From an optimization exercise on the open Yosys and OpenROAD flow, aimed at small area and a short achievable clock period; shortcuts taken in it are not production practice. Where RTL was checked, it was by simulation tests only, not by an equivalence proof against the original. Power is estimated from default activity; no workload was simulated.

## run A
Design ml_demodulator, start of the top module:
module ml_demodulator(
    i_clk,
    i_reset,
    i_trig,
    i_y_hat,
    i_r,
    i_rd_rdy,
    o_rd_vld,
    o_llr,
    o_hard_bit
);
Size in the first run: roughly 5300 cells after synthesis, ~1000 flip-flops.
==> flow/config.mk <==
export PLATFORM = sky130hd
export DESIGN_NAME = ml_demodulator
export DESIGN_NICKNAME = ml_demodulator
export VERILOG_FILES = /design/flow/design.v
export SDC_FILE = /design/flow/constraint.sdc
export NUM_CORES = 8
export LEC_CHECK = 0
export CAP_MARGIN = 20
export CORE_MARGIN = 2
export CORE_UTILIZATION = 70
export PLACE_DENSITY = 0.8
export SETUP_SLACK_MARGIN = 5
export SLEW_MARGIN = 20
==> flow/constraint.sdc <==
create_clock -name core_clock -period 11.0 [get_ports {i_clk}]
set_input_delay 2.2000 -clock core_clock [delete_from_list [all_inputs] [get_ports {i_clk}]]
set_output_delay 2.2000 -clock core_clock [all_outputs]
set_load 0.01 [all_outputs]
standard.sh (not shown) runs the stock make flow with config.mk's settings and CLKGATE_MAP_FILE= SYNTH_SCRIPT=/design/flow/synth_recipe.tcl, a recipe that flattens the netlist after the stock synthesis.
==> flow/flow/run.sh <==
#!/bin/bash
set -euo pipefail
cd "$(dirname "$0")/.."
bash standard.sh synth > flow_synth.log 2>&1
bash standard.sh SETUP_SLACK_MARGIN=7.0 \
  'CTS_ARGS=-sink_clustering_enable -repair_clock_nets -dont_use_dummy_load' \
  finish > flow_layout.log 2>&1
### run A -> run B
--- a/flow/design.v
+++ b/flow/design.v
@@ -618,20 +618,44 @@
     input i_reset;
     input i_trig;
     input [159:0] i_y_hat;
     input [319:0] i_r;
     input i_rd_rdy;
     output o_rd_vld;
     output [7:0] o_llr;
     output o_hard_bit;
     reg [10:0] y4i, y4r, y3i, y3r, y2i, y2r, y1i, y1r;
     reg [10:0] ch [0:15];
+    wire       ch_sh = (k_slot != 3'd0);
+    integer ci;
+    always @(posedge i_clk) begin
+        if (~busy) begin
+        ch[0] <= i_r[319:309];    
+        ch[1] <= i_r[279:269];    
+        ch[2] <= i_r[299:289];    
+        ch[3] <= i_r[179:169];    
+        ch[4] <= i_r[239:229];    
+        ch[5] <= i_r[259:249];    
+        ch[6] <= i_r[139:129];    
+        ch[7] <= i_r[159:149];    
+        ch[8] <= i_r[79:69];    
+        ch[9] <= i_r[39:29];    
+        ch[10] <= i_r[59:49];    
+        ch[11] <= i_r[199:189];    
+        ch[12] <= i_r[219:209];    
+        ch[13] <= i_r[99:89];    
+        ch[14] <= i_r[119:109];    
+        ch[15] <= i_r[19:9];    
+        end else if (ch_sh) begin
+            for (ci = 0; ci < 15; ci = ci + 1) ch[ci] <= ch[ci + 1];
+        end
+    end
     reg       busy;
     reg [5:0] cyc;
     always @(posedge i_clk or posedge i_reset) begin
         if (i_reset) begin
             busy <= 1'b0;
             cyc  <= 6'd0;
         end else if (i_trig) begin
             busy <= 1'b1;
             cyc  <= 6'd0;
         end else if (busy) begin
@@ -722,58 +746,31 @@
     reg [19:0] cwp;     
     always @(posedge i_clk) cwp <= {k_bwe, k_rb, k_sen, k_sk, k_sp, k_eo};
     wire [10:0] cx = ch[0];
     wire [10:0] cx1 = {cx[10], cx[10:1]};
     wire [10:0] cx3 = {{3{cx[10]}}, cx[10:3]};
     wire [10:0] cx4 = {{4{cx[10]}}, cx[10:4]};
     wire [10:0] cpos = cx1 + cx3 + cx4;
     wire [1:0]  ccor = {1'b0, ~cx[0]} + {1'b0, ~|cx[2:0]} + {1'b0, ~|cx[3:0]};
     wire        cmin = (cx == 11'h400);
     wire [10:0] cneg = cmin ? cpos : (~cx1 + ~cx3 + ~cx4 + {9'd0, ccor});
-    reg [10:0] dP, dN, f1rP, f1rN, f1iP, f1iN;
-    wire [10:0] f3rP = ch[12], f3rN = ch[13], f3iP = ch[14], f3iN = ch[15];
+    reg [10:0] dP, dN, f1rP, f1rN, f1iP, f1iN, f3rP, f3rN, f3iP, f3iN;
     always @(posedge i_clk) begin
         case (k_slot)
             3'd1: begin dP   <= cpos; dN   <= cneg; end
             3'd2: begin f1rP <= cpos; f1rN <= cneg; end
             3'd3: begin f1iP <= cpos; f1iN <= cneg; end
+            3'd6: begin f3rP <= cpos; f3rN <= cneg; end
+            3'd7: begin f3iP <= cpos; f3iN <= cneg; end
             default: ;
         endcase
     end
-    wire       ch_sh = (k_slot != 3'd0);
-    wire       ch_tail = ch_sh & (cyc < 6'd6);
-    integer ci;
-    always @(posedge i_clk) begin
-        if (~busy) begin
-        ch[0] <= i_r[319:309];    
-        ch[1] <= i_r[279:269];    
-        ch[2] <= i_r[299:289];    
-        ch[3] <= i_r[179:169];    
-        ch[4] <= i_r[239:229];    
-        ch[5] <= i_r[259:249];    
-        ch[6] <= i_r[139:129];    
-        ch[7] <= i_r[159:149];    
-        ch[8] <= i_r[79:69];    
-        ch[9] <= i_r[39:29];    
-        ch[10] <= i_r[59:49];    
-        ch[11] <= i_r[199:189];    
-        ch[12] <= i_r[219:209];    
-        ch[13] <= i_r[99:89];    
-        ch[14] <= i_r[119:109];    
-        ch[15] <= i_r[19:9];    
-        end else begin
-            if (ch_sh) for (ci = 0; ci < 12; ci = ci + 1) ch[ci] <= ch[ci + 1];
-            if (k_slot == 3'd6) begin ch[12] <= cpos; ch[13] <= cneg; end
-            else if (k_slot == 3'd7) begin ch[14] <= cpos; ch[15] <= cneg; end
-            else if (ch_tail) for (ci = 12; ci < 15; ci = ci + 1) ch[ci] <= ch[ci + 1];
-        end
-    end
     always @(posedge i_clk) begin
         if (~busy) begin
             y4i <= i_y_hat[159:149]; y4r <= i_y_hat[139:129];
             y3i <= i_y_hat[119:109]; y3r <= i_y_hat[ 99: 89];
             y2i <= i_y_hat[ 79: 69]; y2r <= i_y_hat[ 59: 49];
             y1i <= i_y_hat[ 39: 29]; y1r <= i_y_hat[ 19:  9];
         end else begin
             if (k_slot == 3'd4) begin y4r <= cpos; y3r <= cneg; end
             if (k_slot == 3'd5) begin y4i <= cpos; y3i <= cneg; end
         end
### Flow results
For total power, run B and run A come out practically identical. Higher logic gate share of total power goes to run A over run B. Clock-buffer cell count sits higher in run B than in run A. Run B against run A: total setup buffers inserted after CTS shows an increase of 24, depth of the most critical reg-to-reg path shows an increase of 1. In terms of period utilization, run B and run A differ only marginally.
For run A, only the layout was checked, not whether the RTL still works.

static timing again, ports no longer ideal:
How much do the figures lean on ideal ports? The routed layouts below were timed once more, with nothing changed but the port constraints. Step 1 (the two cells are an assumption about what drives the block):
set clk [get_ports {i_clk}]
set_driving_cell -lib_cell sky130_fd_sc_hd__clkbuf_16 $clk
set_driving_cell -lib_cell sky130_fd_sc_hd__buf_2 [delete_from_list [all_inputs] $clk]
Step 2 times the ports against the registers' clock, not the clock port: input delays grow and output delays shrink by t, the midpoint of the rising clock arrivals with the driver on. Slacks: ideal / step 1 / step 2; pairs: ideal / step 1.
run	t (ns)	slack for setup (ns)	worst hold slack (ns)	clock arrival spread, ns	slew at the worst register clock pin (ns)
run A	0.749	6.862 / 6.862 / 6.491	0.346 / 0.346 / 0.346	0.079 / 0.080	0.07 / 0.07
run B	0.736	6.876 / 6.876 / 6.650	0.335 / 0.335 / 0.335	0.087 / 0.087	0.06 / 0.06
After both steps setup and hold are still met in every run listed. For run A, which loses most, drivers alone change the setup slack by 0.000 ns; drivers and shift together by -0.371 ns.
